Background: an optimization exercise with open tools, aiming at small area. Do not read the settings as production practice.
RTL that was checked went through simulation tests only; none was proved equivalent to the original.
Function not checked in run 8: the RTL went through the layout flow alone.
Power and IR drop assume default switching activity.

==> flow/design.v <==
module ACTIVEPRO (
    input       RESET,
    input       SYS_CLOCK,                
    output reg  ACTIVE_DATA ,             
    output reg  ACTIVE_CLOCK,             
    input [511:0] ACTIVE_MESSAGE,         
    input [5:0] ACTIVE_CHANNEL,           
    input  ACTIVE_WR                      
    );
    localparam L = 513;
    reg          busy;                    
    reg          idle;                    
    reg [10:0]   cnt;                     
    reg [5:0]    X;                       
    reg [L-1:0]  ring;
    wire [L-1:0] mp;
    genvar g;
    generate
        for (g = 0; g < 512; g = g + 1) begin : perm
            assign mp[(2*g) % L] = ACTIVE_MESSAGE[g];
        end
    endgenerate
    assign mp[511] = 1'b0;
    always @ (posedge SYS_CLOCK)
        ring <= ~(({ring[L-2:0], ring[L-1]} | {L{idle}}) & (mp | {L{busy}}));
    wire [63:0] tap;
    generate
        for (g = 0; g < 64; g = g + 1) begin : taps
            assign tap[g] = ring[(16*g + 46) % L];
        end
    endgenerate
    wire [6:0] B = cnt[10:4];             
    wire [2:0] bitn = cnt[3:1];
    wire [31:0] det;
    generate
        for (g = 0; g < 32; g = g + 1) begin : dets
            localparam integer Q = (16*(2*g+2) + 2*(g % 8)) % L;
            assign det[g] = &{ring[(Q+14) % L], ring[(Q+12) % L], ring[(Q+10) % L], ring[(Q+8) % L],
                              ring[(Q+6) % L],  ring[(Q+4) % L],  ring[(Q+2) % L],  ring[Q]};
        end
    endgenerate
    wire       search = B[6] & (B[1] ^ B[0]) & cnt[0];    
    wire [3:0] hit;
    generate
        for (g = 0; g < 4; g = g + 1) begin : hits
            assign hit[g] = det[8*g + bitn];
        end
    endgenerate
    wire [1:0] a = hit[0] ? 2'd0 : hit[1] ? 2'd1 : hit[2] ? 2'd2 : 2'd3;
    wire [5:0] cand = {a, bitn, ~B[1]};
    wire       take = search & (|hit) & (cand < X);
    wire       last = (B == {1'b0, X});
    wire [7:0] SECOND_BYTE = {2'b01, ACTIVE_CHANNEL};
    reg        dbit;
    always @*
    begin
        if (B[6] && B[1:0] == 2'b01)       dbit = (bitn != 3'd0);
        else if (B[6] && B[1:0] == 2'b10)  dbit = SECOND_BYTE[7-bitn];
        else                               dbit = ~tap[X];
    end
    always @ (posedge SYS_CLOCK)
    begin
        cnt <= busy ? cnt + 11'd1 : {7'd125, 4'd1};
        if (!busy)     X <= 6'd63;
        else if (take) X <= cand;
    end
    always @ (posedge SYS_CLOCK)
    begin
        if (RESET)
        begin
            busy <= 1'b0;
            idle <= 1'b1;
            ACTIVE_CLOCK <= 1'b0;
            ACTIVE_DATA <= 1'b0;
        end
        else
        begin
            busy <= busy ? !last : ACTIVE_WR;
            idle <= idle ? !ACTIVE_WR : last;
            if (busy)
            begin
                ACTIVE_CLOCK <= !cnt[0];
                if (cnt[0]) ACTIVE_DATA <= dbit;
            end
        end
    end
endmodule
==> flow/flow/run.sh <==
#!/bin/bash
# Standard layout, with the port buffers made from the smallest buffer cell.
set -euo pipefail
export BUFFER_PORTS_ARGS="-buffer_cell sky130_fd_sc_hd__buf_1"
bash standard.sh finish > standard_flow.log 2>&1
==> flow/standard.sh <==
#!/bin/bash
# synth_recipe.tcl (not shown) runs the flow's synth.tcl, then flattens the netlist and writes it again
# the make line also repeats each setting of config.mk as NAME=value (left out here)
make -C /OpenROAD-flow-scripts/flow DESIGN_CONFIG=/design/flow/config.mk WORK_HOME=/design/flow/orfs CLKGATE_MAP_FILE= SYNTH_SCRIPT=/design/flow/synth_recipe.tcl "${@:-finish}"
==> flow/config.mk <==
export PLATFORM = sky130hd
export DESIGN_NAME = ACTIVEPRO
export DESIGN_NICKNAME = ACTIVEPRO
export VERILOG_FILES = /design/flow/design.v
export SDC_FILE = /design/flow/constraint.sdc
export NUM_CORES = 4
export LEC_CHECK = 0
export CAP_MARGIN = 0
export CORE_MARGIN = 2
export CORE_UTILIZATION = 50
export CTS_BUF_LIST = sky130_fd_sc_hd__clkbuf_8 sky130_fd_sc_hd__clkbuf_16
export CTS_CLUSTER_DIAMETER = 80
export CTS_CLUSTER_SIZE = 20
export PLACE_DENSITY = 0.6
export SLEW_MARGIN = 0
==> flow/constraint.sdc <==
create_clock -name core_clock -period 10.0 [get_ports {SYS_CLOCK}]
set_input_delay 2.0000 -clock core_clock [delete_from_list [all_inputs] [get_ports {SYS_CLOCK}]]
set_output_delay 2.0000 -clock core_clock [all_outputs]
set_load 0.01 [all_outputs]
==> results_dict.tcl, run 1 <==
set metrics [dict create \
    maxSlewHeadroom_pct 22.93 \
    die_area_um2 34090 \
    wl_per_cell_um 21.40 \
    hold_buffers 0 \
    initial_core_util_pct 50.40 \
    drive_gt1_share_pct 3.749 \
    met3_length_um 3913 \
    wl_met1_um 19800 \
    r2r-end "X[0]" \
    timing.final.crit_share_pct 38.87 \
    cts_buffer_depth 3 \
    cts_sinks 534 \
    synth_edf_count 0 \
    setup_viol 0 \
    outcome "timing/DRC/antenna clean" \
    synthArstFlopShare_pct 0 \
    tns_ps 0 \
    critPathArrivalTime_ps 4290 \
    root_buffer "clkbuf_16" \
    max_freq_mhz 257.3 \
    critPathSlowestCell "dfxtp_1" \
    worstSetupEndpointType "flop" \
    rsz0062_at_grt "no" \
    vias_per_cell 5.709 \
    hold_path_depth 1 \
    clock_skew_ps 13.47 \
    clock_latency_ps 580 \
    wl_met2_um 24210 \
    wl_um 49690 \
    synth-seq-area-share_pct 65.53 \
    row_count 66 \
    drc 0 \
    cts-htree-levels 1 \
    crit_type "reg2reg" \
    period_needed_ps 3887 \
    vdd_drop_max_mv 0.1558 \
    synth.avg_cell_area_um2 11.41 \
    ys_types 46 \
    mappedNetlistArea_um2 16310 \
    grt_max_degree 242 \
    cts_inserted_buffers 30 \
    reg2reg_from "cnt[1]" \
    holdPathEnd "ring[64]" \
    syn-instance-count 1430 \
    cts_tree "built" \
    worst_pin_slew_ps 1155 \
    setup_ws_ps 6113 \
    hold_viol 0 \
    ioPinCount 523 \
    synth_seq_cells 534 \
    hold_path_class "reg2reg" \
    clkTransAtPathRegs_ps 90 \
    ff2ff_path_depth 10 \
    grt_pass1_vias 12646 \
    globalplace.congestion 0.8287 \
    num_vias 13257 \
    syn-num-nets 1960 \
    die_y_um 184.6 \
    synth-warning-count 1 \
    cp.required_ps 10400 \
    crit_family "compound AO/OA/AOI/OAI gates" \
    maxCapViolations 0 \
    worstSetupStartpointType "flop" \
    cp.buffers_inverters 1 \
    drt_iter0_markers 973 \
    slew_violations 0 \
    r2r_slack_ps 6110 \
    layout_commonest_cell "dfxtp_1" \
    grt-ovfl-total 0 \
    power_density_nw_per_um2 214.6 \
    final_nets 2395 \
    cp_slowest_stage_delay_ps 1090 \
    ctsResizeCount 0 \
    top_layer "met4" \
    grt_usage_pct 27.25 \
    hold_path.startpoint "ring[63]" \
    pre_cts_slack_ps 6036 \
    synth_flop_cell "dfxtp_1" \
    antenna_found_initial 10 \
    crit_chain "inv_1, nor3_1, nor2_1, o311ai_1, nor2_1, ha_1, nor3_1, o211ai_1, a21oi_1, a31oi_1" \
    die_w_um 184.6 \
    hpwl_um 35320 \
    detail-route-antenna-nets 0 \
    critPathMaxFanout 21 \
    total_leakage_power_nw 6.812 \
    final_cell_mix "531 x dfxtp_1, 522 x buf_1, 513 x o22ai_1" \
    grt_pass1_wl_um 71550 \
    cts_setup_buffers 0 \
    first_pass_iters 5 \
    areaGrowthSynthToFinish_pct 18.08 \
    placement.io_buffers 522 \
    core_um2 32370 \
]
==> state kept, by name (all words and copies together) (netlist names) <==
name	count
ACTIVE_CLOCK	1
ACTIVE_DATA	1
X	6
busy	1
cnt	11
idle	1
ring	513
==> layout make-up <==
cell class	count	area, µm²
repair buffers	530	2044
clock inverters	2	33.78
inverters	12	46.29
multi-input cells	757	5065
well taps	442	553.0
fillers	2941	13110
clock buffers	32	789.5
diodes	13	32.53
flip-flops and latches	534	10700
==> power breakdown <==
| part | switching, W | leakage (nW) | internal [W] |
|---|---|---|---|
| clock | 0.000657 | 0.409 | 0.000582 |
| combinational | 0.000206 | 1.91 | 0.000189 |
| sequential | 0.000137 | 4.50 | 0.00236 |
==> worst reg2reg max path, stage by stage (launching register included) <==
cell,delay [ps]
dfxtp_1,1090
inv_1,430
nor3_1,270
nor2_1,70
o311ai_1,460
nor2_1,160
ha_1,220
nor3_1,240
o211ai_1,190
a21oi_1,410
a31oi_1,170
==> through the flow <==
step                      power (W)  cells  util (%)  instance area, µm²  hold slack [ps]
final                      0.004133   2322     59.51               19260            411.7
after global routing       0.004300   2316     59.46               19250            421.7
after global placement     0.002921   2275     56.86               18410            399.2
after detailed placement   0.002935   2275     56.86               18410            405.0
after floorplan            0.002756   1430         -               16310            398.9
after CTS                  0.004152   2309     59.41               19230            413.2
==> per-layer routing <==
| layer | global-route usage, % | vias to the layer above |
|---|---|---|
| met4 | 11.08 | 0 |
| met3 | 6.817 | 86 |
| met1 | 33.10 | 6244 |
| li1 | - | 6464 |
| met2 | 46.30 | 463 |
| met5 | 0 | - |
==> cell usage after synthesis, types with 4 or more instances <==
master / number / area [µm²]
a21oi_1: 7 / 35.03
buf_1: 10 / 37.54
buf_2: 5 / 25.02
clkbuf_1: 108 / 405.4
dfxtp_1: 534 / 10690
ha_1: 9 / 112.6
inv_1: 9 / 33.78
mux4_2: 19 / 427.9
nand2_1: 19 / 71.32
nand3_1: 11 / 55.05
nand4_1: 65 / 406.6
nor2_1: 10 / 37.54
nor3_1: 31 / 155.2
nor4_1: 15 / 93.84
o211ai_1: 9 / 67.56
o21ai_0: 6 / 30.03
o22ai_1: 513 / 3209
xnor2_1: 4 / 35.03
xor2_1: 9 / 78.83
==> kinds of logic after synthesis <==
logic type / Yosys count / share of synthesized area (%)
AOI/OAI and AO/OA: 553 / 21.44
and+or+nand+nor: 162 / 5.530
DFF: 534 / 65.53
adders and majority gates: 9 / 0.6902
xor gates and xnor gates: 13 / 0.6979
muxes: 20 / 2.684
buffers and inverters: 139 / 3.428
==> how the worst max path moves through the flow <==
stage / startpoint / slack, ps / depth (start not counted) / to
detailed placement: ACTIVE_CHANNEL[1] / 6040 / 6 / ACTIVE_DATA
floorplan: ACTIVE_CHANNEL[0] / 6790 / 5 / ACTIVE_DATA
global route: cnt[1] / 5870 / 10 / X[0]
CTS: cnt[1] / 6200 / 10 / X[0]
finish: cnt[1] / 6110 / 10 / X[0]
global placement: ACTIVE_CHANNEL[1] / 6030 / 6 / ACTIVE_DATA
==> inputs of run 2 (changes only) <==
--- a/flow/config.mk
+++ b/flow/config.mk
@@ -8,8 +8,8 @@
 export CAP_MARGIN = 0
 export CORE_MARGIN = 2
 export CORE_UTILIZATION = 50
-export CTS_BUF_LIST = sky130_fd_sc_hd__clkbuf_8 sky130_fd_sc_hd__clkbuf_16
-export CTS_CLUSTER_DIAMETER = 80
-export CTS_CLUSTER_SIZE = 20
+export CTS_BUF_LIST = sky130_fd_sc_hd__clkbuf_8
+export CTS_CLUSTER_DIAMETER = 70
+export CTS_CLUSTER_SIZE = 18
 export PLACE_DENSITY = 0.6
 export SLEW_MARGIN = 0
==> run 2 against run 1 <==
Effect of this change: via count increased by 0.17%; global-route usage increased by 0.11 points; first-iteration DRC count decreased by 8.2%; worst hold slack about the same; critical path type unchanged; largest cell class unchanged; highest routed layer unchanged.
==> results_dict.tcl, run 2 <==
set metrics [dict create \
    outcome "timing/DRC/antenna clean" \
    wl_um 49490 \
    num_vias 13280 \
    total_leakage_power_nw 6.694 \
    cts_setup_buffers 0 \
    hold_path_class "reg2reg" \
    syn-num-nets 1960 \
    worstSetupStartpointType "flop" \
    synth-seq-area-share_pct 65.53 \
    dp_cells 2275 \
    setup_viol 0 \
    first_pass_iters 5 \
    synth_seq_cells 534 \
    grt-ovfl-total 0 \
    synth.avg_cell_area_um2 11.41 \
    power_density_nw_per_um2 204.5 \
    synth_edf_count 0 \
    synth_top_area_share_pct 65.53 \
    vdd_drop_max_mv 0.1269 \
    clock_skew_ps 11.28 \
    timing.final.crit_share_pct 38.84 \
    hold_viol 0 \
    slew_violations 0 \
    swShare_pct 25.19 \
    die_w_um 184.6 \
    cts_sinks 534 \
    critPathArrivalTime_ps 4290 \
    synth_flop_cell "dfxtp_1" \
    synthArstFlopShare_pct 0 \
    period_needed_ps 3884 \
    synthTopCellsByArea "dfxtp_1 66%, o22ai_1 20%, mux4_2 2.6%, nand4_1 2.5%, clkbuf_1 2.5%" \
    layout_commonest_cell "dfxtp_1" \
    worstSetupEndpointType "flop" \
    grt_pass1_wl_um 71500 \
    clock_latency_ps 570 \
    ctsResizeCount 0 \
    drt_iter0_markers 893 \
    fin_cells 2327 \
    ioPinCount 523 \
    wl_per_cell_um 21.27 \
    cts_buffer_depth 3 \
    synth-warning-count 1 \
    clkPwrFrac_pct 25.4 \
    areaGrowthSynthToFinish_pct 16.34 \
    intPower_w 0.002903 \
    globalplace.congestion 0.8287 \
    drc 0 \
    synth_top_area_cell "dfxtp_1" \
    regMostFlops "ring" \
    row_count 66 \
    final_cell_mix "531 x dfxtp_1, 522 x buf_1, 513 x o22ai_1" \
    worst_pin_slew_ps 1152 \
    cp.required_ps 10400 \
    ys_types 46 \
    grt_pass1_vias 12660 \
    syn-instance-count 1430 \
    detail-route-antenna-nets 0 \
    clkTransAtPathRegs_ps 110 \
    hold_buffers 0 \
    grt_max_degree 242 \
    p_sw_w 0.0009775 \
    final_nets 2400 \
    grt_usage_pct 27.36 \
    cts-htree-levels 2 \
    maxCapViolations 0 \
    top_regs "ring x513, cnt x11, X x6" \
    initial_core_util_pct 50.40 \
    seq_power_share_pct 64.4 \
    die_area_um2 34090 \
    largest_reg_flops 513 \
    power.combinational.fraction_pct 10.2 \
    die_y_um 184.6 \
    rsz0062_at_grt "no" \
    mappedNetlistArea_um2 16310 \
    maxSlewHeadroom_pct 23.08 \
    hpwl_um 35320 \
    max_freq_mhz 257.4 \
    crit_type "reg2reg" \
    drive_gt1_share_pct 4.055 \
    cts_tree "built" \
    core_um2 32370 \
    vias_per_cell 5.707 \
    synth.most_common_cell "dfxtp_1" \
    synth_commonest_cells "534 x dfxtp_1, 513 x o22ai_1, 108 x clkbuf_1" \
    placement.io_buffers 522 \
    cts_inserted_buffers 35 \
    tns_ps 0 \
    root_buffer "clkbuf_8" \
    antenna_found_initial 9 \
    critPathMaxFanout 21 \
]
run 2: changes by cell type in the layout (fill, tap and decap cells not counted):
| cell | change |
|---|---|
| clkbuf_8 | +38 |
| inv_1 | +1 |
| clkbuf_16 | -31 |
| bufinv_16 | -1 |
| diode_2 | -2 |
run 2: power by group through the flow:
stage / Clock [W] / Combinational (W) / Sequential (W)
final: 0.000987 / 0.000394 / 0.00250
after global routing: 0.00109 / 0.000435 / 0.00252
after CTS: 0.00101 / 0.000393 / 0.00250
after detailed placement: 0 / 0.000391 / 0.00254
after global placement: 0 / 0.000381 / 0.00254
after floorplan: 0 / 0.000275 / 0.00248
run 2: critical path: stages (launching register included):
cell and delay [ps]:
dfxtp_1 1100, inv_1 440, nor3_1 270, nor2_1 70, o311ai_1 460, nor2_1 160
ha_1 220, nor3_1 240, o211ai_1 180, a21oi_1 410, a31oi_1 170
run 2: final timing paths:
path / startpoint / end / slack (ps) / depth (start not counted)
setup / recovery: cnt[1] / X[0] / 6120 / 10
setup reg to reg: cnt[1] / X[0] / 6120 / 10
hold reg to reg: ring[123] / ring[124] / 410 / 1
hold / removal: ring[123] / ring[124] / 410 / 1
run 2: metal layers:
layer / wire [µm] / GRT usage, % / vias up
li1: - / - / 6456
met1: 19860 / 33.16 / 6281
met2: 24070 / 45.98 / 450
met3: 3803 / 7.192 / 93
met4: 1761 / 11.78 / 0
met5: 0 / 0 / -
run 2: final cells by class:
class | count | area [µm²]
Fill cell | 2984 | 13390
Sequential cell | 534 | 10700
Multi-Input combinational cell | 757 | 5065
Timing Repair Buffer | 530 | 2044
Tap cell | 442 | 553.0
Clock buffer | 39 | 536.8
Inverter | 12 | 46.29
Antenna cell | 11 | 27.53
Clock inverter | 2 | 7.507
run 2: kinds of logic (layout without fill, tap and decap cells):
group / after synthesis / after routing / synth area share, %
AOI/OAI and AO/OA: 553 / 553 / 21.44
xor gates and xnor gates: 13 / 13 / 0.6979
DFF: 534 / 534 / 65.53
and+or+nand+nor: 162 / 162 / 5.530
adders and majority gates: 9 / 9 / 0.6902
muxes: 20 / 20 / 2.684
buffers and inverters: 139 / 583 / 3.428
other: 0 / 11 / 0
run 2: per-stage QoR:
| stage | setup WS [ps] | util [%] | cell area, µm² | hold slack, ps | power (W) |
|---|---|---|---|---|---|
| 2_1_floorplan | 6791 | - | 16310 | 398.9 | 0.002756 |
| 3_3_place_gp | 6033 | 56.86 | 18410 | 399.2 | 0.002921 |
| 3_5_place_dp | 6036 | 56.86 | 18410 | 405.0 | 0.002935 |
| 4_1_cts | 6203 | 58.55 | 18950 | 415.4 | 0.003900 |
| 5_1_grt | 5870 | 58.59 | 18970 | 421.3 | 0.004050 |
| 6_report | 6116 | 58.63 | 18980 | 411.8 | 0.003881 |
==> inputs of run 3 (changes only) <==
--- a/flow/config.mk
+++ b/flow/config.mk
@@ -9,7 +9,9 @@
 export CORE_MARGIN = 2
 export CORE_UTILIZATION = 50
 export CTS_BUF_LIST = sky130_fd_sc_hd__clkbuf_8
-export CTS_CLUSTER_DIAMETER = 70
+export CTS_CLUSTER_DIAMETER = 100
 export CTS_CLUSTER_SIZE = 18
+export GPL_ROUTABILITY_DRIVEN = 0
+export GPL_TIMING_DRIVEN = 0
 export PLACE_DENSITY = 0.6
 export SLEW_MARGIN = 0
==> run 3 against run 2 <==
Effect of this change: die area did not move; area after synthesis stayed put; clock-buffer cell count down 2; core utilization up 1.2 points; still clean on timing, DRC and antenna; worst setup slack better by 600 ps.
==> results_dict.tcl, run 3 <==
set metrics [dict create \
    cts_inserted_buffers 35 \
    areaGrowthSynthToFinish_pct 18.73 \
    root_buffer "clkbuf_8" \
    ys_types 46 \
    synth-warning-count 1 \
    synth-simple-area-share_pct 5.530 \
    clock_skew_ps 26.97 \
    synth_top_area_share_pct 65.53 \
    timing.final.crit_share_pct 32.86 \
    maxSlewHeadroom_pct 48.05 \
    largest_reg_flops 513 \
    synthArstFlopShare_pct 0 \
    met3_usage_pct 7.627 \
    final_cell_mix "534 x dfxtp_1, 532 x buf_1, 513 x o22ai_1" \
    cp.required_ps 10440 \
    critPathArrivalTime_ps 3730 \
    grt_pass1_wl_um 77560 \
    num_vias 13901 \
    synth.most_common_cell "dfxtp_1" \
    cts_tree "built" \
    drt_iter0_markers 800 \
    top_regs "ring x513, cnt x11, X x6" \
    swShare_pct 25.88 \
    clkPwrFrac_pct 25.2 \
    p_total_w 0.003909 \
    regMostFlops "ring" \
    power.combinational.fraction_pct 11.4 \
    grt_busiest_layer "met2" \
    die_y_um 184.6 \
    ioPinCount 523 \
    worstSetupStartpointType "flop" \
    cts_setup_buffers 0 \
    period_needed_ps 3286 \
    intPower_w 0.002898 \
    synth-compound-area-share_pct 21.44 \
    drc 0 \
    hold_viol 0 \
    grt_max_degree 19 \
    worstSetupEndpointType "flop" \
    core_um2 32370 \
    grt-ovfl-total 0 \
    use_met1_pct 35.69 \
    slew_violations 0 \
    wl_um 52810 \
    worst_pin_slew_ps 772.2 \
    synth_commonest_cells "534 x dfxtp_1, 513 x o22ai_1, 108 x clkbuf_1" \
    row_count 66 \
    cts-htree-levels 2 \
    power_density_nw_per_um2 201.8 \
    synth.avg_cell_area_um2 11.41 \
    fillers 2964 \
    mappedNetlistArea_um2 16310 \
    clock_latency_ps 570 \
    grt_pass1_vias 13848 \
    vias_per_cell 5.692 \
    outcome "timing/DRC/antenna clean" \
    tns_ps 0 \
    synthAdderAreaFrac_pct 0.6902 \
    clkTransAtPathRegs_ps 120 \
    syn-instance-count 1430 \
    placement.io_buffers 522 \
    hpwl_um 40600 \
    setup_viol 0 \
    grt_usage_pct 29.65 \
    syn-num-nets 1960 \
    synth_flop_cell "dfxtp_1" \
    ctsResizeCount 0 \
    hold_path_class "reg2reg" \
    first_pass_iters 7 \
    synthMuxAreaShare_pct 2.684 \
    maxCapViolations 0 \
    cts_buffer_depth 3 \
    synth-seq-area-share_pct 65.53 \
    antenna_found_initial 12 \
    total_leakage_power_nw 6.806 \
    cts_sinks 534 \
    hold_buffers 0 \
    p_sw_w 0.001011 \
    grt.met2_usage_pct 52.05 \
    synth_edf_count 0 \
    synthTopCellsByArea "dfxtp_1 66%, o22ai_1 20%, mux4_2 2.6%, nand4_1 2.5%, clkbuf_1 2.5%" \
    synth_top_family_by_area "compound AO/OA/AOI/OAI gates" \
    vdd_drop_max_mv 0.1465 \
    synth-xor-area-share_pct 0.6979 \
    die_area_um2 34090 \
    layout_commonest_cell "dfxtp_1" \
    synth_top_area_cell "dfxtp_1" \
    initial_core_util_pct 50.40 \
    wl_per_cell_um 21.63 \
    die_w_um 184.6 \
    crit_type "reg2reg" \
    synth_seq_cells 534 \
    max_freq_mhz 304.4 \
    seq_power_share_pct 63.4 \
    drive_gt1_share_pct 3.668 \
    critPathMaxFanout 10 \
    final_nets 2519 \
    detail-route-antenna-nets 0 \
    rsz0062_at_grt "no" \
]
==> run 3: cell count changes in the layout (fill, tap and decap cells not counted), moves of 3 or more <==
cell / delta
dfxtp_1: +3
buf_1: +10
clkbuf_1: +108
buf_4: -5
buf_2: +5
==> run 3: final timing paths <==
kind | endpoint | startpoint | slack [ps] | cells after the start
worst min-delay path | ring[12] | ring[11] | 410 | 1
worst min register to register | ring[12] | ring[11] | 410 | 1
worst max register to register | X[4] | cnt[1] | 6710 | 11
worst max-delay path | X[4] | cnt[1] | 6710 | 11
==> run 3: layer usage <==
| layer | share of wire (%) | wire length, µm | vias to the layer above |
|---|---|---|---|
| met3 | 8.2 | 4341 | 81 |
| met4 | 2.5 | 1306 | 6 |
| met1 | 40 | 20890 | 6595 |
| met5 | 0.078 | 41 | - |
| met2 | 50 | 26230 | 506 |
| li1 | - | - | 6713 |
==> run 3: power by group through the flow <==
stage / combinational, W / clock, W / sequential (W)
6_report: 0.000445 / 0.000984 / 0.00248
4_1_cts: 0.000444 / 0.00100 / 0.00248
2_1_floorplan: 0.000275 / 0 / 0.00248
3_3_place_gp: 0.000433 / 0 / 0.00252
5_1_grt: 0.000489 / 0.00108 / 0.00250
3_5_place_dp: 0.000442 / 0 / 0.00252
==> run 3: area by class of cell <==
| class | instances | area [µm²] | share of cell area, % |
|---|---|---|---|
| Timing Repair Buffer | 522 | 1959 | 10.12 |
| Inverter | 12 | 46.29 | 0.2390 |
| Multi-Input combinational cell | 757 | 5065 | 26.15 |
| Sequential cell | 534 | 10690 | 55.19 |
| Clock inverter | 1 | 8.758 | 0.04522 |
| Tap cell | 442 | 553.0 | 2.855 |
| Antenna cell | 10 | 25.02 | 0.1292 |
| Clock buffer | 37 | 509.2 | 2.629 |
| Buffer | 127 | 513.0 | 2.648 |
==> run 3: logic make-up (layout without fill, tap and decap cells) <==
group	count (synthesis)	after routing
buffers and inverters	139	699
AOI/OAI and AO/OA	553	553
DFF	534	534
muxes	20	20
xor gates and xnor gates	13	13
other	0	10
and+or+nand+nor	162	162
adders and majority gates	9	9
==> run 3: per-stage QoR <==
step	utilization, %	cell area [µm²]	cells	hold WS (ps)	setup slack [ps]
after floorplan	-	16310	1430	398.9	6791
after global placement	58.16	18830	2394	399.3	6467
after detailed placement	58.16	18830	2394	406.1	6502
after CTS	59.76	19340	2432	413.3	6775
after global routing	59.82	19360	2440	419.6	6532
final	59.84	19370	2442	408.5	6714
==> run 3: critical path: stages (launching register included) <==
cell and delay [ps]:
dfxtp_1 410, buf_6 190, inv_1 250, nor3_1 250, nor2_1 100, o311ai_1 570
nor2_1 180, ha_1 230, nor3_1 260, o211ai_1 180, a21oi_1 380, o211ai_1 140
==> inputs of run 4 (changes only) <==
--- a/flow/config.mk
+++ b/flow/config.mk
@@ -10,8 +10,6 @@
 export CORE_UTILIZATION = 50
 export CTS_BUF_LIST = sky130_fd_sc_hd__clkbuf_8
 export CTS_CLUSTER_DIAMETER = 100
-export CTS_CLUSTER_SIZE = 18
-export GPL_ROUTABILITY_DRIVEN = 0
-export GPL_TIMING_DRIVEN = 0
+export CTS_CLUSTER_SIZE = 19
 export PLACE_DENSITY = 0.6
 export SLEW_MARGIN = 0
==> run 4 against run 3 <==
Effect of this change: synthesized cell count stayed put; still clean; area after synthesis unchanged; clock power hardly changed; largest power group unchanged; via count decreased by 4.5%; worst hold slack worse by 6.3 ps; final cell count down 4.8%; clock skew decreased by 1.6 ps; critical path depth is 1 lower; fmax fell by 16%; largest cell class unchanged; total power fell by 0.81%; register-to-register slack worse by 610 ps; non-clock buffer count shrank 119.
==> results_dict.tcl, run 4 <==
set metrics [dict create \
    swShare_pct 25.41 \
    seq_power_share_pct 64.5 \
    maxSlewHeadroom_pct 3.167 \
    tns_ps 0 \
    worstSetupStartpointType "flop" \
    pre_cts_slack_ps 6036 \
    die_area_um2 34090 \
    synthAdderAreaFrac_pct 0.6902 \
    power_density_nw_per_um2 204.4 \
    multi_input_area_um2 5065 \
    synth.avg_cell_area_um2 11.41 \
    dp_cells 2275 \
    synth_edf_count 0 \
    row_count 66 \
    vias_per_cell 5.705 \
    grt_pass1_vias 12661 \
    stdcell_area_um2 18970 \
    final_core_util_pct 58.60 \
    final_nets 2399 \
    synth.most_common_cell "dfxtp_1" \
    mappedNetlistArea_um2 16310 \
    cts-htree-levels 2 \
    synth_seq_cells 534 \
    clock_latency_ps 570 \
    hpwl_um 35320 \
    synthMuxAreaShare_pct 2.684 \
    setup_viol 0 \
    ioPinCount 523 \
    fin_cells 2326 \
    synth-simple-area-share_pct 5.530 \
    antenna_found_initial 9 \
    ys_types 46 \
    synth-compound-area-share_pct 21.44 \
    drive_gt1_share_pct 4.006 \
    critPathArrivalTime_ps 4310 \
    hold_buffers 0 \
    synth-warning-count 1 \
    drt_iter0_markers 852 \
    setup_ws_ps 6101 \
    p_sw_w 0.0009851 \
    placement.io_buffers 522 \
    clkTransAtPathRegs_ps 120 \
    worst_pin_slew_ps 1452 \
    die_w_um 184.6 \
    vdd_drop_max_mv 0.1690 \
    rsz0062_at_grt "no" \
    synth-xor-area-share_pct 0.6979 \
    cts_sinks 534 \
    synth-seq-area-share_pct 65.53 \
    clkPwrFrac_pct 25.4 \
    syn-instance-count 1430 \
    cts_setup_buffers 0 \
    ctsResizeCount 0 \
    layout_commonest_cell "dfxtp_1" \
    slew_violations 0 \
    areaGrowthSynthToFinish_pct 16.28 \
    root_buffer "clkbuf_8" \
    grt_usage_pct 27.36 \
    globalplace.congestion 0.8287 \
    period_needed_ps 3899 \
    synthArstFlopShare_pct 0 \
    power.combinational.fraction_pct 10.2 \
    outcome "timing/DRC/antenna clean" \
    hold_path_class "reg2reg" \
    cts_tree "built" \
    clock_skew_ps 25.37 \
    syn-num-nets 1960 \
    cts_buffer_depth 3 \
    synth_top_area_share_pct 65.53 \
    intPower_w 0.002892 \
    cts_inserted_buffers 34 \
    synthTopCellsByArea "dfxtp_1 66%, o22ai_1 20%, mux4_2 2.6%, nand4_1 2.5%, clkbuf_1 2.5%" \
    regMostFlops "ring" \
    cp.required_ps 10410 \
    top_regs "ring x513, cnt x11, X x6" \
    synth_flop_cell "dfxtp_1" \
    drc 0 \
    register_area_um2 10700 \
    die_y_um 184.6 \
    critPathMaxFanout 21 \
    grt_max_degree 242 \
    synth_commonest_cells "534 x dfxtp_1, 513 x o22ai_1, 108 x clkbuf_1" \
    largest_reg_flops 513 \
    total_leakage_power_nw 6.684 \
    grt-ovfl-total 0 \
    detail-route-antenna-nets 0 \
    max_freq_mhz 256.5 \
    crit_type "reg2reg" \
    timing.final.crit_share_pct 38.99 \
    wl_um 49570 \
    worstSetupEndpointType "flop" \
    hold_viol 0 \
    initial_core_util_pct 50.40 \
    num_vias 13269 \
    place_area_um2 18410 \
    wl_per_cell_um 21.31 \
    grt_pass1_wl_um 71490 \
    synth_top_family_by_area "compound AO/OA/AOI/OAI gates" \
    synth_top_area_cell "dfxtp_1" \
    first_pass_iters 5 \
    fillers 2984 \
    maxCapViolations 0 \
    final_cell_mix "531 x dfxtp_1, 522 x buf_1, 513 x o22ai_1" \
    core_um2 32370 \
]
## run 4: cells by family (layout without fill, tap and decap cells)
kind of cell	count (synthesis)	in the layout
AOI/OAI and AO/OA	553	553
xor gates and xnor gates	13	13
adders and majority gates	9	9
buffers and inverters	139	581
DFF	534	534
muxes	20	20
other	0	12
and+or+nand+nor	162	162
## run 4: worst paths after layout
check / slack [ps] / to / startpoint / cells past startpoint
max: 6100 / X[0] / cnt[1] / 10
min: 400 / ring[93] / ring[92] / 1
max reg2reg: 6100 / X[0] / cnt[1] / 10
min reg2reg: 400 / ring[93] / ring[92] / 1
## run 4: routing by layer
layer | global-route usage (%) | vias up | routed length (µm)
met2 | 46.27 | 435 | 24120
met4 | 11.59 | 0 | 1652
met5 | 0 | - | 0
li1 | - | 6458 | -
met1 | 32.92 | 6291 | 19950
met3 | 7.311 | 85 | 3845
## run 4: per-stage QoR
step	power (W)	hold WS [ps]
floorplan	0.002756	398.9
global placement	0.002921	399.2
detailed placement	0.002935	405.0
CTS	0.003898	394.8
global route	0.004044	411.4
finish	0.003877	402.2
## run 4: critical path: stages (launching register included)
cell	delay (ps)
dfxtp_1	1110
inv_1	440
nor3_1	270
nor2_1	70
o311ai_1	470
nor2_1	160
ha_1	220
nor3_1	240
o211ai_1	180
a21oi_1	410
a31oi_1	170
## run 4: area by class of cell
cell class	count	share of cell area [%]
Multi-Input combinational cell	757	26.70
Timing Repair Buffer	530	10.78
Tap cell	442	2.915
Clock inverter	2	0.1253
Antenna cell	12	0.1583
Inverter	12	0.2440
Sequential cell	534	56.40
Clock buffer	37	2.684
## run 4: power by group through the flow
stage / combinational (W) / sequential [W] / clock (W)
after global placement: 0.000381 / 0.00254 / 0
after CTS: 0.000393 / 0.00250 / 0.00101
after detailed placement: 0.000391 / 0.00254 / 0
after global routing: 0.000435 / 0.00252 / 0.00109
final: 0.000394 / 0.00250 / 0.000984
after floorplan: 0.000275 / 0.00248 / 0
==> inputs of run 5 (changes only) <==
--- a/flow/config.mk
+++ b/flow/config.mk
@@ -10,6 +10,6 @@
 export CORE_UTILIZATION = 50
 export CTS_BUF_LIST = sky130_fd_sc_hd__clkbuf_8
 export CTS_CLUSTER_DIAMETER = 100
-export CTS_CLUSTER_SIZE = 19
+export CTS_CLUSTER_SIZE = 18
 export PLACE_DENSITY = 0.6
 export SLEW_MARGIN = 0
==> run 5 against run 4 <==
Effect of this change: wire length grew 0.11%; die area is the same; clock-buffer cell count is the same; largest cell class unchanged; synthesized cell count is the same; area after synthesis is the same; combinational power is essentially flat.
==> results_dict.tcl, run 5 <==
set metrics [dict create \
    layout_commonest_cell "dfxtp_1" \
    synth_commonest_cells "534 x dfxtp_1, 513 x o22ai_1, 108 x clkbuf_1" \
    use_met1_pct 32.94 \
    slew_violations 0 \
    setup_viol 0 \
    clock_latency_ps 570 \
    synthArstFlopShare_pct 0 \
    power.combinational.fraction_pct 10.2 \
    maxSlewHeadroom_pct 20.84 \
    mappedNetlistArea_um2 16310 \
    initial_core_util_pct 50.40 \
    cts-htree-levels 2 \
    synth.avg_cell_area_um2 11.41 \
    clkTransAtPathRegs_ps 110 \
    placement.io_buffers 522 \
    swShare_pct 25.28 \
    grt_busiest_layer "met2" \
    crit_type "reg2reg" \
    areaGrowthSynthToFinish_pct 16.23 \
    crit_chain "inv_1, nor3_1, nor2_1, o311ai_1, nor2_1, ha_1, nor3_1, o211ai_1, a21oi_1, a31oi_1" \
    globalplace.congestion 0.8287 \
    grt_usage_pct 27.36 \
    drive_gt1_share_pct 4.006 \
    rsz0062_at_grt "no" \
    final_core_util_pct 58.58 \
    wl_per_cell_um 21.33 \
    synth.most_common_cell "dfxtp_1" \
    grt_pass1_vias 12685 \
    fin_cells 2327 \
    grt.met2_usage_pct 46.36 \
    cts_setup_buffers 0 \
    root_buffer "clkbuf_8" \
    final_nets 2400 \
    synth-warning-count 1 \
    dp_cells 2275 \
    cp.required_ps 10400 \
    clkPwrFrac_pct 25.1 \
    row_count 66 \
    power_density_nw_per_um2 203.8 \
    hold_buffers 0 \
    max_freq_mhz 254.3 \
    cts_tree "built" \
    synth_top_area_share_pct 65.53 \
    seq_power_share_pct 64.7 \
    wl_um 49630 \
    die_y_um 184.6 \
    critPathMaxFanout 21 \
    final_cell_mix "531 x dfxtp_1, 522 x buf_1, 513 x o22ai_1" \
    timing.final.crit_share_pct 39.32 \
    cp_slowest_stage_delay_ps 1120 \
    ioPinCount 523 \
    intPower_w 0.002888 \
    p_sw_w 0.0009772 \
    critPathSlowestCell "dfxtp_1" \
    worstSetupStartpointType "flop" \
    hpwl_um 35320 \
    cts_inserted_buffers 35 \
    die_area_um2 34090 \
    syn-num-nets 1960 \
    antenna_found_initial 9 \
    synth_edf_count 0 \
    regMostFlops "ring" \
    num_vias 13298 \
    total_leakage_power_nw 6.678 \
    outcome "timing/DRC/antenna clean" \
    drt_iter0_markers 956 \
    ctsResizeCount 0 \
    maxCapViolations 0 \
    hold_slack_ps 416.8 \
    critPathArrivalTime_ps 4340 \
    period_needed_ps 3932 \
    detail-route-antenna-nets 0 \
    tns_ps 0 \
    syn-instance-count 1430 \
    grt_max_degree 242 \
    synth_flop_cell "dfxtp_1" \
    cts_sinks 534 \
    grt_pass1_wl_um 71580 \
    first_pass_iters 5 \
    worstSetupEndpointType "flop" \
    grt-ovfl-total 0 \
    cts_buffer_depth 3 \
    synth_seq_cells 534 \
    synthTopCellsByArea "dfxtp_1 66%, o22ai_1 20%, mux4_2 2.6%, nand4_1 2.5%, clkbuf_1 2.5%" \
    worst_pin_slew_ps 1186 \
    synth-seq-area-share_pct 65.53 \
    vdd_drop_max_mv 0.1398 \
    largest_reg_flops 513 \
    ys_types 46 \
    top_regs "ring x513, cnt x11, X x6" \
    synth_top_area_cell "dfxtp_1" \
    clock_skew_ps 11.37 \
    core_um2 32370 \
    hold_path_class "reg2reg" \
    die_w_um 184.6 \
    drc 0 \
    hold_viol 0 \
    met3_usage_pct 7.113 \
    vias_per_cell 5.715 \
]
## run 5: stage by stage
step                power [W]  setup WS [ps]  area, µm²
floorplan            0.002756           6791      16310
global placement     0.002921           6033      18410
detailed placement   0.002935           6036      18410
CTS                  0.003887           6187      18930
global route         0.004030           5867      18940
finish               0.003865           6068      18960
## run 5: worst paths after layout
path / start / end / slack [ps] / cells after the start
worst max-delay path: cnt[1] / X[0] / 6070 / 10
worst min-delay path: ring[92] / ring[93] / 420 / 1
worst max register to register: cnt[1] / X[0] / 6070 / 10
worst min register to register: ring[92] / ring[93] / 420 / 1
## run 5: layout make-up
type	count	area [µm²]
Antenna cell	13	32.53
Timing Repair Buffer	530	2044
Multi-Input combinational cell	757	5065
Sequential cell	534	10700
Inverter	12	46.29
Fill cell	2970	13410
Clock buffer	37	509.2
Clock inverter	2	12.51
Tap cell	442	553.0
## run 5: power by group through the flow
stage / clock, W / sequential, W / combinational (W)
after floorplan: 0 / 0.00248 / 0.000275
after global placement: 0 / 0.00254 / 0.000381
after detailed placement: 0 / 0.00254 / 0.000391
after CTS: 0.000998 / 0.00250 / 0.000393
after global routing: 0.00107 / 0.00252 / 0.000434
final: 0.000972 / 0.00250 / 0.000394
## run 5: cell families after synthesis
group	count (synthesis)	share of synthesized area (%)
compound gates	553	21.44
xor+xnor	13	0.6979
fa+ha+maj	9	0.6902
buf+inv	139	3.428
flops	534	65.53
mux	20	2.684
simple gates	162	5.530
## run 5: per-layer routing
layer	vias up	wire length, µm
met5	-	0
met4	0	1779
met3	98	3812
met2	461	24270
met1	6282	19760
li1	6457	-
## run 5: worst max-delay path: cells and delay by family, from the launching register on
kind	cells	cell delay, ps
and+or+nand+nor	4	750
buffers and inverters	1	430
AOI/OAI and AO/OA	4	1230
adders and majority gates	1	220
DFF	1	1120
==> inputs of run 6 (changes only) <==
--- a/flow/config.mk
+++ b/flow/config.mk
@@ -7,9 +7,9 @@
 export LEC_CHECK = 0
 export CAP_MARGIN = 0
 export CORE_MARGIN = 2
-export CORE_UTILIZATION = 50
+export CORE_UTILIZATION = 60
 export CTS_BUF_LIST = sky130_fd_sc_hd__clkbuf_8
 export CTS_CLUSTER_DIAMETER = 100
 export CTS_CLUSTER_SIZE = 18
-export PLACE_DENSITY = 0.6
+export PLACE_DENSITY = 0.7
 export SLEW_MARGIN = 0
==> run 6 against run 5 <==
Effect of this change: still clean on timing, DRC and antenna; register-to-register slack improved by 500 ps; flip-flop and latch count unchanged; worst hold slack got worse by 3.5 ps; critical path type unchanged; largest cell class unchanged.
==> results_dict.tcl, run 6 <==
set metrics [dict create \
    outcome "timing/DRC/antenna clean" \
    hold_slack_ps 413.3 \
    grt_pass1_wl_um 70050 \
    tns_ps 0 \
    grt_pass1_vias 12961 \
    grt_usage_pct 31.68 \
    maxSlewHeadroom_pct 21.28 \
    drc 0 \
    synth-seq-area-share_pct 65.53 \
    holdPathEnd "ring[85]" \
    worstSetupStartpointType "flop" \
    vdd_drop_max_mv 0.1534 \
    synth_commonest_cells "534 x dfxtp_1, 513 x o22ai_1, 108 x clkbuf_1" \
    stdcell_area_um2 18860 \
    cts_inserted_buffers 35 \
    first_pass_iters 5 \
    cp.required_ps 10390 \
    ioPinCount 523 \
    hpwl_um 34710 \
    regMostFlops "ring" \
    setup_viol 0 \
    synth.avg_cell_area_um2 11.41 \
    die_y_um 168.9 \
    drive_gt1_share_pct 4.004 \
    worst_pin_slew_ps 1179 \
    placement.io_buffers 522 \
    synth_seq_cells 534 \
    globalplace.congestion 0.8873 \
    period_needed_ps 3432 \
    syn-num-nets 1960 \
    cts-htree-levels 2 \
    crit_chain "clkinv_2, nor4_1, nor4_1, o311ai_1, nor2_1, ha_1, nor3_1, o211ai_1, a21oi_1, o211ai_1" \
    clock_latency_ps 550 \
    synth.most_common_cell "dfxtp_1" \
    synth_edf_count 0 \
    critPathArrivalTime_ps 3820 \
    power_density_nw_per_um2 204.2 \
    synth_top_area_share_pct 65.53 \
    reg2reg_from "cnt[3]" \
    vias_per_cell 6.064 \
    max_freq_mhz 291.4 \
    clkTransAtPathRegs_ps 110 \
    layout_commonest_cell "dfxtp_1" \
    core_um2 26800 \
    final_nets 2400 \
    ctsResizeCount 0 \
    place_area_um2 18290 \
    syn-instance-count 1430 \
    detail-route-antenna-nets 0 \
    synth_top_area_cell "dfxtp_1" \
    wl_per_cell_um 21.53 \
    total_leakage_power_nw 6.691 \
    row_count 60 \
    grt-ovfl-total 0 \
    crit_type "reg2reg" \
    clkPwrFrac_pct 24.9 \
    register_area_um2 10700 \
    wl_um 48030 \
    cts_sinks 534 \
    hold_buffers 0 \
    seq_power_share_pct 64.8 \
    ff2ff_path_depth 10 \
    die_area_um2 28530 \
    final_cell_mix "531 x dfxtp_1, 522 x buf_1, 513 x o22ai_1" \
    initial_core_util_pct 60.87 \
    cp_slowest_stage_delay_ps 870 \
    p_sw_w 0.0009631 \
    hold_viol 0 \
    fillers 2201 \
    r2r-end "X[4]" \
    antenna_found_initial 11 \
    hold_path_depth 1 \
    timing.final.crit_share_pct 34.32 \
    hold_path_class "reg2reg" \
    synthTopCellsByArea "dfxtp_1 66%, o22ai_1 20%, mux4_2 2.6%, nand4_1 2.5%, clkbuf_1 2.5%" \
    critPathMaxFanout 17 \
    synth-warning-count 1 \
    cts_tree "built" \
    mappedNetlistArea_um2 16310 \
    synth_flop_cell "dfxtp_1" \
    drt_iter0_markers 1153 \
    areaGrowthSynthToFinish_pct 15.61 \
    critPathSlowestCell "dfxtp_1" \
    synthArstFlopShare_pct 0 \
    cts_buffer_depth 3 \
    power.combinational.fraction_pct 10.3 \
    cp.buffers_inverters 1 \
    swShare_pct 25.00 \
    slew_violations 0 \
    clock_skew_ps 12.89 \
    root_buffer "clkbuf_8" \
    rsz0062_at_grt "no" \
    p_total_w 0.003852 \
    cts_setup_buffers 0 \
    worstSetupEndpointType "flop" \
    hold_path.startpoint "ring[84]" \
    top_regs "ring x513, cnt x11, X x6" \
    grt_max_degree 247 \
    die_w_um 168.9 \
    largest_reg_flops 513 \
    multi_input_area_um2 5065 \
    crit_family "simple AND/OR/NAND/NOR gates" \
    ys_types 46 \
    num_vias 13528 \
    intPower_w 0.002889 \
    r2r_slack_ps 6570 \
    maxCapViolations 0 \
]
==> run 6: cell types whose count changed in the layout (fill, tap and decap cells not counted), sizes merged <==
cell / before / now
diode: 13 / 17
inv: 12 / 13
==> run 6: per-stage QoR <==
step | worst slack (ps) | instances | utilization, %
finish | 6568 | 2231 | 70.38
floorplan | 6791 | 1430 | -
CTS | 6714 | 2214 | 70.22
detailed placement | 6409 | 2174 | 68.26
global placement | 6450 | 2174 | 68.26
global route | 6352 | 2224 | 70.31
==> run 6: layout make-up <==
class                   count  share of cell area (%)
diodes                     17                  0.2255
well taps                 341                   2.262
clock buffers              37                   2.700
clock inverters             3                 0.08624
inverters                  12                  0.2454
repair buffers            530                   10.91
flip-flops and latches    534                   56.72
multi-input cells         757                   26.85
==> run 6: power groups by stage <==
stage	Combinational, W	Sequential [W]	Clock (W)
2_1_floorplan	0.000275	0.00248	0
3_3_place_gp	0.000382	0.00253	0
3_5_place_dp	0.000393	0.00254	0
4_1_cts	0.000396	0.00249	0.000977
5_1_grt	0.000436	0.00252	0.00106
6_report	0.000398	0.00250	0.000958
==> run 6: metal layers <==
layer  track usage [%]  wire (µm)  vias up
met5                 0          0        -
met4             15.40       1780        0
met3             8.464       4264      101
met2             52.92      23460      572
met1             38.06      18530     6378
li1                  -          -     6477
==> run 6: worst max path at each step <==
| stage | from | endpoint | slack [ps] | cells after the start |
|---|---|---|---|---|
| floorplan | ACTIVE_CHANNEL[0] | ACTIVE_DATA | 6790 | 5 |
| global placement | ACTIVE_CHANNEL[0] | ACTIVE_DATA | 6450 | 7 |
| detailed placement | ACTIVE_CHANNEL[0] | ACTIVE_DATA | 6410 | 7 |
| CTS | cnt[3] | X[4] | 6710 | 10 |
| global route | cnt[3] | X[4] | 6350 | 10 |
| finish | cnt[3] | X[4] | 6570 | 10 |
==> run 6: logic make-up (layout without fill, tap and decap cells) <==
| group | after synthesis | count (layout) | share of synthesized area, % |
|---|---|---|---|
| xor gates and xnor gates | 13 | 13 | 0.6979 |
| other | 0 | 17 | 0 |
| AOI/OAI and AO/OA | 553 | 553 | 21.44 |
| muxes | 20 | 20 | 2.684 |
| and+or+nand+nor | 162 | 162 | 5.530 |
| buffers and inverters | 139 | 582 | 3.428 |
| DFF | 534 | 534 | 65.53 |
| adders and majority gates | 9 | 9 | 0.6902 |
==> inputs of run 7 (changes only) <==
--- a/flow/config.mk
+++ b/flow/config.mk
@@ -8,8 +8,8 @@
 export CAP_MARGIN = 0
 export CORE_MARGIN = 2
 export CORE_UTILIZATION = 60
-export CTS_BUF_LIST = sky130_fd_sc_hd__clkbuf_8
-export CTS_CLUSTER_DIAMETER = 100
-export CTS_CLUSTER_SIZE = 18
-export PLACE_DENSITY = 0.7
+export CTS_BUF_LIST = sky130_fd_sc_hd__clkbuf_16
+export CTS_CLUSTER_DIAMETER = 70
+export CTS_CLUSTER_SIZE = 32
+export PLACE_DENSITY = 0.75
 export SLEW_MARGIN = 0
==> run 7 against run 6 <==
Effect of this change: still clean; highest routed layer unchanged; clock-buffer cell count shrank 10; total power grew 9.2%; critical endpoint is now X[0]; first-iteration DRC count shrank 7.3%; sequential share of layout area shrank 1.1 points.
==> results_dict.tcl, run 7 <==
set metrics [dict create \
    outcome "timing/DRC/antenna clean" \
    grt_pass1_vias 13174 \
    setup_viol 0 \
    fin_cells 2228 \
    synth_top_area_share_pct 65.53 \
    row_count 60 \
    cts-htree-levels 1 \
    drc 0 \
    timing.final.crit_share_pct 36.22 \
    tns_ps 0 \
    top_layer "met4" \
    globalplace.congestion 0.8897 \
    num_vias 13555 \
    cts_inserted_buffers 26 \
    cts_tree "built" \
    first_pass_iters 5 \
    regMostFlops "ring" \
    met3_length_um 3865 \
    wl_per_cell_um 21.91 \
    vdd_drop_max_mv 0.2047 \
    critPathMaxFanout 23 \
    ys_types 46 \
    p_sw_w 0.001112 \
    clock_latency_ps 590 \
    fillers 2041 \
    hold_viol 0 \
    critPathArrivalTime_ps 4020 \
    place_area_um2 18270 \
    drive_gt1_share_pct 4.213 \
    synth-warning-count 1 \
    ioPinCount 523 \
    grt-ovfl-total 0 \
    stdcell_area_um2 19230 \
    hpwl_um 35120 \
    swShare_pct 26.42 \
    drt_iter0_markers 1069 \
    detail-route-antenna-nets 0 \
    largest_reg_flops 513 \
    cp.required_ps 10400 \
    syn-instance-count 1430 \
    final_cell_mix "531 x dfxtp_1, 522 x buf_1, 513 x o22ai_1" \
    wl_met1_um 18890 \
    synth_commonest_cells "534 x dfxtp_1, 513 x o22ai_1, 108 x clkbuf_1" \
    layout_commonest_cell "dfxtp_1" \
    die_y_um 168.9 \
    cts_setup_buffers 0 \
    maxSlewHeadroom_pct 26.42 \
    syn-num-nets 1960 \
    seq_power_share_pct 59.5 \
    synth_top_area_cell "dfxtp_1" \
    synth_edf_count 0 \
    dp_cells 2173 \
    worstSetupEndpointType "flop" \
    clock_skew_ps 34.69 \
    total_leakage_power_nw 6.842 \
    worstSetupStartpointType "flop" \
    top_regs "ring x513, cnt x11, X x6" \
    areaGrowthSynthToFinish_pct 17.85 \
    grt_usage_pct 32.35 \
    clkPwrFrac_pct 31.1 \
    vias_per_cell 6.084 \
    antenna_found_initial 3 \
    power.combinational.fraction_pct 9.3 \
    pre_cts_slack_ps 6518 \
    die_area_um2 28530 \
    intPower_w 0.003097 \
    synth.most_common_cell "dfxtp_1" \
    wl_met2_um 23780 \
    worst_pin_slew_ps 1104 \
    mappedNetlistArea_um2 16310 \
    cts_buffer_depth 3 \
    synthTopCellsByArea "dfxtp_1 66%, o22ai_1 20%, mux4_2 2.6%, nand4_1 2.5%, clkbuf_1 2.5%" \
    synthArstFlopShare_pct 0 \
    synth-seq-area-share_pct 65.53 \
    core_um2 26800 \
    crit_type "reg2reg" \
    power_density_nw_per_um2 218.9 \
    period_needed_ps 3622 \
    initial_core_util_pct 60.87 \
    placement.io_buffers 522 \
    root_buffer "clkbuf_16" \
    cts_sinks 534 \
    ctsResizeCount 0 \
    grt_max_degree 245 \
    final_nets 2390 \
    slew_violations 0 \
    max_freq_mhz 276.1 \
    hold_buffers 0 \
    die_w_um 168.9 \
    synth_seq_cells 534 \
    wl_um 48810 \
    hold_path_class "reg2reg" \
    rsz0062_at_grt "no" \
    maxCapViolations 0 \
    synth_flop_cell "dfxtp_1" \
    setup_ws_ps 6378 \
    p_total_w 0.004208 \
    clkTransAtPathRegs_ps 110 \
    synth.avg_cell_area_um2 11.41 \
    grt_pass1_wl_um 71820 \
]
run 7: cell counts after synthesis:
No cell type changed its count.
run 7: layer usage:
layer / global-route usage (%) / vias to the layer above
li1: - / 6462
met1: 39.08 / 6396
met2: 54.37 / 573
met3: 7.646 / 124
met4: 16.15 / 0
met5: 0 / -
run 7: cells by family (layout without fill, tap and decap cells):
kind of cell,after synthesis,after routing,share of synthesized area (%)
flops,534,534,65.53
other cells,0,12,0
xor+xnor,13,13,0.6979
compound gates,553,553,21.44
buf+inv,139,584,3.428
fa+ha+maj,9,9,0.6902
simple gates,162,162,5.530
mux,20,20,2.684
run 7: stage by stage:
| stage | utilization [%] | hold WS (ps) |
|---|---|---|
| after floorplan | - | 398.9 |
| after global placement | 68.18 | 399.1 |
| after detailed placement | 68.18 | 406.3 |
| after CTS | 71.63 | 415.9 |
| after global routing | 71.66 | 421.8 |
| final | 71.74 | 412.1 |
run 7: worst paths after layout:
kind / depth (start not counted) / start / end / slack (ps)
worst max-delay path: 10 / cnt[2] / X[0] / 6380
worst max register to register: 10 / cnt[2] / X[0] / 6380
worst min register to register: 1 / ring[87] / ring[88] / 410
worst min-delay path: 1 / ring[87] / ring[88] / 410
run 7: area by class of cell:
| type | count | area [µm²] | share of cell area (%) |
|---|---|---|---|
| Tap cell | 341 | 426.7 | 2.219 |
| Timing Repair Buffer | 529 | 2037 | 10.59 |
| Antenna cell | 12 | 30.03 | 0.1562 |
| Inverter | 12 | 46.29 | 0.2408 |
| Multi-Input combinational cell | 757 | 5065 | 26.34 |
| Sequential cell | 534 | 10700 | 55.65 |
| Clock inverter | 16 | 247.7 | 1.288 |
| Clock buffer | 27 | 675.6 | 3.514 |
run 7: power by group through the flow:
stage | clock network (W) | registers (W) | logic [W]
6_report | 0.00131 | 0.00251 | 0.000393
5_1_grt | 0.00139 | 0.00253 | 0.000431
4_1_cts | 0.00131 | 0.00250 | 0.000389
3_5_place_dp | 0 | 0.00255 | 0.000386
3_3_place_gp | 0 | 0.00254 | 0.000371
2_1_floorplan | 0 | 0.00248 | 0.000275
run 7: worst max-delay path: stages, from the launching register on:
cell and delay [ps]:
dfxtp_1 970, inv_2 270, nor3_1 250, nor4_1 80, nor4_1 580, a21oi_1 220
ha_1 320, nand2_1 90, o211ai_1 140, a21oi_1 360, a31oi_1 150
==> inputs of run 8 (changes only) <==
==> flow/design.v (replaced) <==
module ACTIVEPRO (
    input       RESET,
    input       SYS_CLOCK,                
    output reg  ACTIVE_DATA ,             
    output reg  ACTIVE_CLOCK,             
    input [511:0] ACTIVE_MESSAGE,         
    input [5:0] ACTIVE_CHANNEL,           
    input  ACTIVE_WR                      
    );
    reg [63:0][7:0] ACTIVE_MESSAGE_LATCHED; 
    reg [7:0] MESSAGE_LENGTH;
    reg [14:0] state;
    wire clockstate;
    wire [2:0] bitcount;
    wire [7:0] bytecount;
    assign clockstate = state[0];
    assign bitcount[2:0] = state[3:1];
    assign bytecount[7:0] = state[11:4];
    wire [7:0] FIRST_BYTE;
    assign FIRST_BYTE = 8'h7F;
    wire [7:0] SECOND_BYTE;
    assign SECOND_BYTE = (ACTIVE_CHANNEL & 8'h3F) | 8'h40;
    reg [7:0] clock_divider;
    reg [7:0] NEW_LENGTH;
    always @*
    begin
        NEW_LENGTH = 8'd66;
        for (int x = 63; x >= 1; x--)
            if (ACTIVE_MESSAGE[8*x +: 8] == 8'h0)
                NEW_LENGTH = x + 2;         
    end
    always @ (posedge SYS_CLOCK)
    begin
        if (RESET)
        begin
            state <= 0;
            ACTIVE_CLOCK <= 0;
            ACTIVE_DATA <= 0;
        end
        else
        begin
            if (state)
            begin
                state <= state + 1;
                if (clockstate == 1)    
                begin
                    ACTIVE_CLOCK <= 0;
                    if (bytecount == 0)
                        ACTIVE_DATA <= FIRST_BYTE[7-bitcount];
                    else if (bytecount == 1)
                        ACTIVE_DATA <= SECOND_BYTE[7-bitcount];
                    else
                        ACTIVE_DATA <= ACTIVE_MESSAGE_LATCHED[MESSAGE_LENGTH - bytecount - 1][7-bitcount];
                end
                else if (clockstate == 0)  ACTIVE_CLOCK <= 1;
                if (bytecount >= MESSAGE_LENGTH) state <= 0;
            end
            else         
            begin
                if (ACTIVE_WR) 
                begin
                    state <= 1;      
                    ACTIVE_MESSAGE_LATCHED <= ACTIVE_MESSAGE;
                    MESSAGE_LENGTH <= NEW_LENGTH;
                end
            end
        end
    end
endmodule 
==> flow/run.sh (new file) <==
#!/bin/bash
# synth_recipe.tcl (not shown) runs the flow's synth.tcl, then flattens the netlist and writes it again
# the make line also repeats each setting of config.mk as NAME=value (left out here)
make -C /OpenROAD-flow-scripts/flow DESIGN_CONFIG=/design/flow/config.mk WORK_HOME=/design/flow/orfs CLKGATE_MAP_FILE= SYNTH_SCRIPT=/design/flow/synth_recipe.tcl finish
==> flow/config.mk (replaced) <==
export PLATFORM = sky130hd
export DESIGN_NAME = ACTIVEPRO
export DESIGN_NICKNAME = ACTIVEPRO
export VERILOG_FILES = /design/flow/design.v
export SDC_FILE = /design/flow/constraint.sdc
export NUM_CORES = 4
export LEC_CHECK = 0
export CAP_MARGIN = 20
export CORE_MARGIN = 2
export CORE_UTILIZATION = 50
export PLACE_DENSITY = 0.6
export SLEW_MARGIN = 20
removed: flow/flow/run.sh
removed: flow/standard.sh
==> run 8 against run 7 <==
Effect of this change: still clean; critical path depth unchanged; design area increased by 58%; first-iteration DRC count increased by 41%; clock skew decreased by 19 ps; wire length increased by 40%; critical endpoint is now MESSAGE_LENGTH[2]; largest power group unchanged; highest routed layer is now met5.
==> results_dict.tcl, run 8 <==
set metrics [dict create \
    outcome "timing/DRC/antenna clean" \
    hold_viol 0 \
    die_y_um 216.8 \
    synth_seq_cells 536 \
    cts_tree "built" \
    worstSetupStartpointType "input port" \
    wl_um 68330 \
    clock_skew_ps 15.27 \
    syn-instance-count 1301 \
    globalplace.congestion 0.8815 \
    rsz0062_at_grt "no" \
    cts_inserted_buffers 55 \
    grt_pass1_wl_um 98630 \
    first_pass_iters 6 \
    hold_path_class "reg2reg" \
    cts_setup_buffers 0 \
    drc 0 \
    critPathArrivalTime_ps 4830 \
    synth-seq-area-share_pct 70.33 \
    wl_per_cell_um 27.38 \
    synth_top_area_share_pct 68.83 \
    synth-warning-count 1 \
    cp.required_ps 10330 \
    grt_usage_pct 29.06 \
    layout_commonest_cell "clkdlybuf4s50_1" \
    top_regs "ACTIVE_MESSAGE_LATCHED x512, state x15, MESSAGE_LENGTH x7" \
    initial_core_util_pct 50.98 \
    tns_ps 0 \
    drt_iter0_markers 1511 \
    crit_type "in2reg" \
    grt_max_degree 196 \
    largest_reg_flops 512 \
    clock_latency_ps 610 \
    core_um2 44410 \
    synth.most_common_cell "edfxtp_1" \
    grt-ovfl-total 0 \
    worst_pin_slew_ps 1124 \
    cts_buffer_depth 3 \
    synth_commonest_cells "519 x edfxtp_1, 130 x mux4_2, 113 x nor4_1" \
    worstSetupEndpointType "flop" \
    synthTopCellsByArea "edfxtp_1 69%, mux4_2 13%, nor4_1 3.1%, nand2_1 1.6%, dfxtp_1 1.5%" \
    antenna_found_initial 14 \
    critPathMaxFanout 4 \
    timing.final.crit_share_pct 45.05 \
    total_leakage_power_nw 9.773 \
    num_vias 15023 \
    ioPinCount 523 \
    ys_types 61 \
    synthArstFlopShare_pct 0 \
    clkTransAtPathRegs_ps 60 \
    vdd_drop_max_mv 0.1210 \
    setup_viol 0 \
    grt_pass1_vias 15558 \
    hold_buffers 0 \
    syn-num-nets 1833 \
    power_density_nw_per_um2 172.4 \
    ctsResizeCount 0 \
    period_needed_ps 4505 \
    row_count 77 \
    die_area_um2 47010 \
    areaGrowthSynthToFinish_pct 33.83 \
    final_cell_mix "522 x clkdlybuf4s50_1, 519 x edfxtp_1, 130 x mux4_2" \
    max_freq_mhz 222.0 \
    cts-htree-levels 2 \
    die_w_um 216.8 \
    final_nets 2379 \
    slew_violations 0 \
    maxSlewHeadroom_pct 25.05 \
    root_buffer "clkbuf_16" \
    drive_gt1_share_pct 12.57 \
    mappedNetlistArea_um2 22640 \
    synth_edf_count 519 \
    synth.avg_cell_area_um2 17.41 \
    detail-route-antenna-nets 0 \
    hpwl_um 51630 \
    maxCapViolations 0 \
    placement.io_buffers 522 \
    cts_sinks 536 \
    vias_per_cell 6.019 \
    regMostFlops "ACTIVE_MESSAGE_LATCHED" \
    synth_flop_cell "edfxtp_1" \
    synth_top_area_cell "edfxtp_1" \
    p_total_w 0.005223 \
]
==> run 8: cell types whose count changed in the layout (fill, tap and decap cells not counted), sizes merged, moves of 41 or more <==
cell	change
buf	-513
clkdlybuf4s50	+522
dfxtp	-517
edfxtp	+519
mux4	+111
nand2	+80
nand4	-53
nor2	+41
nor4	+98
o22ai	-511
==> run 8: worst paths after layout <==
path | from | to | slack (ps) | cells after the start
max | ACTIVE_MESSAGE[441] | MESSAGE_LENGTH[2] | 5500 | 10
min | state[9] | state[11] | 500 | 2
max reg2reg | state[1] | ACTIVE_DATA | 5520 | 10
min reg2reg | state[9] | state[11] | 500 | 2
==> run 8: metrics by stage <==
| stage | std cells | instance area (µm²) | worst slack (ps) | hold WS (ps) | util, % |
|---|---|---|---|---|---|
| floorplan | 1301 | 22660 | -5537 | 452.4 | - |
| global placement | 2382 | 28520 | 5026 | 466.7 | 64.22 |
| detailed placement | 2382 | 28520 | 4987 | 483.9 | 64.22 |
| CTS | 2485 | 30280 | 5398 | 494.8 | 68.17 |
| global route | 2494 | 30300 | 4986 | 526.2 | 68.22 |
| finish | 2496 | 30300 | 5495 | 498.1 | 68.23 |
==> run 8: report_power, final <==
part,total [W],internal (W),switching (W)
sequential,0.00266,0.00262,0.0000343
combinational,0.000570,0.000305,0.000266
clock,0.00199,0.00115,0.000844
total,0.00522,0.00408,0.00114
==> run 8: layout make-up <==
class | instances | area, µm²
Sequential cell | 536 | 15930
Fill cell | 3055 | 14110
Multi-Input combinational cell | 697 | 6409
Timing Repair Buffer | 538 | 5370
Clock buffer | 63 | 1428
Tap cell | 592 | 740.7
Clock inverter | 40 | 325.3
Inverter | 19 | 71.32
Antenna cell | 11 | 27.53
==> run 8: metal layers <==
metal | up-vias | GRT usage [%] | routed length [µm]
li1 | 6629 | - | -
met1 | 7534 | 37.54 | 26000
met2 | 747 | 49.10 | 34130
met3 | 105 | 7.897 | 6722
met4 | 8 | 7.420 | 1424
met5 | - | 0 | 58
==> run 8: kinds of logic (layout without fill, tap and decap cells) <==
group | after synthesis | after routing | synth area share [%]
AND/OR/NAND/NOR | 364 | 364 | 8.338
other | 0 | 11 | 0
XOR/XNOR | 19 | 19 | 0.7349
flip-flops | 536 | 536 | 70.33
buffers and inverters | 68 | 660 | 1.558
adder cells (fa/ha/maj) | 11 | 11 | 0.6410
AO/OA/AOI/OAI | 171 | 171 | 5.382
multiplexers | 132 | 132 | 13.02
==> run 8: worst max-delay path, stage by stage <==
cell and delay [ps]:
clkdlybuf4s50_1 440, nor4_1 910, nand2_1 250, and4_1 240, a21oi_1 150, o2111ai_1 120
a211oi_1 320, o31ai_1 100, a211oi_1 180, o21ai_0 110

==> re-timing with driven ports <==
In the flow no input, the clock included, has a driving cell. The finished layouts below were timed again as built, in two steps.
Step 1, drivers: a clkbuf_16 drives SYS_CLOCK and a buf_2 each remaining input, both assumed.
Step 2 also shifts input and output timing later by t, the mid clock arrival at the registers, as if the neighbouring blocks saw the same clock.
a / b / c = no drivers / after step 1 / after step 2; a / b = the first two.
run | t, ns | setup slack, ns | worst slew at a driven data input, ns
run 1 | 0.625 | 6.113 / 6.113 / 6.061 | 0.09
run 2 | 0.613 | 6.116 / 6.116 / 6.110 | 0.09
run 3 | 0.613 | 6.714 / 6.714 / 6.469 | 0.09
run 4 | 0.610 | 6.101 / 6.101 / 6.101 | 0.09
run 5 | 0.615 | 6.068 / 6.068 / 6.068 | 0.09
run 6 | 0.598 | 6.568 / 6.568 / 6.391 | 0.10
run 7 | 0.624 | 6.378 / 6.378 / 6.378 | 0.09
run 8 | 0.661 | 5.495 / 5.524 / 4.869 | 0.15
After both steps every run listed still meets setup and hold. The setup slack of run 8, which loses most, moves by +0.029 ns with the drivers and by -0.626 ns with both steps.
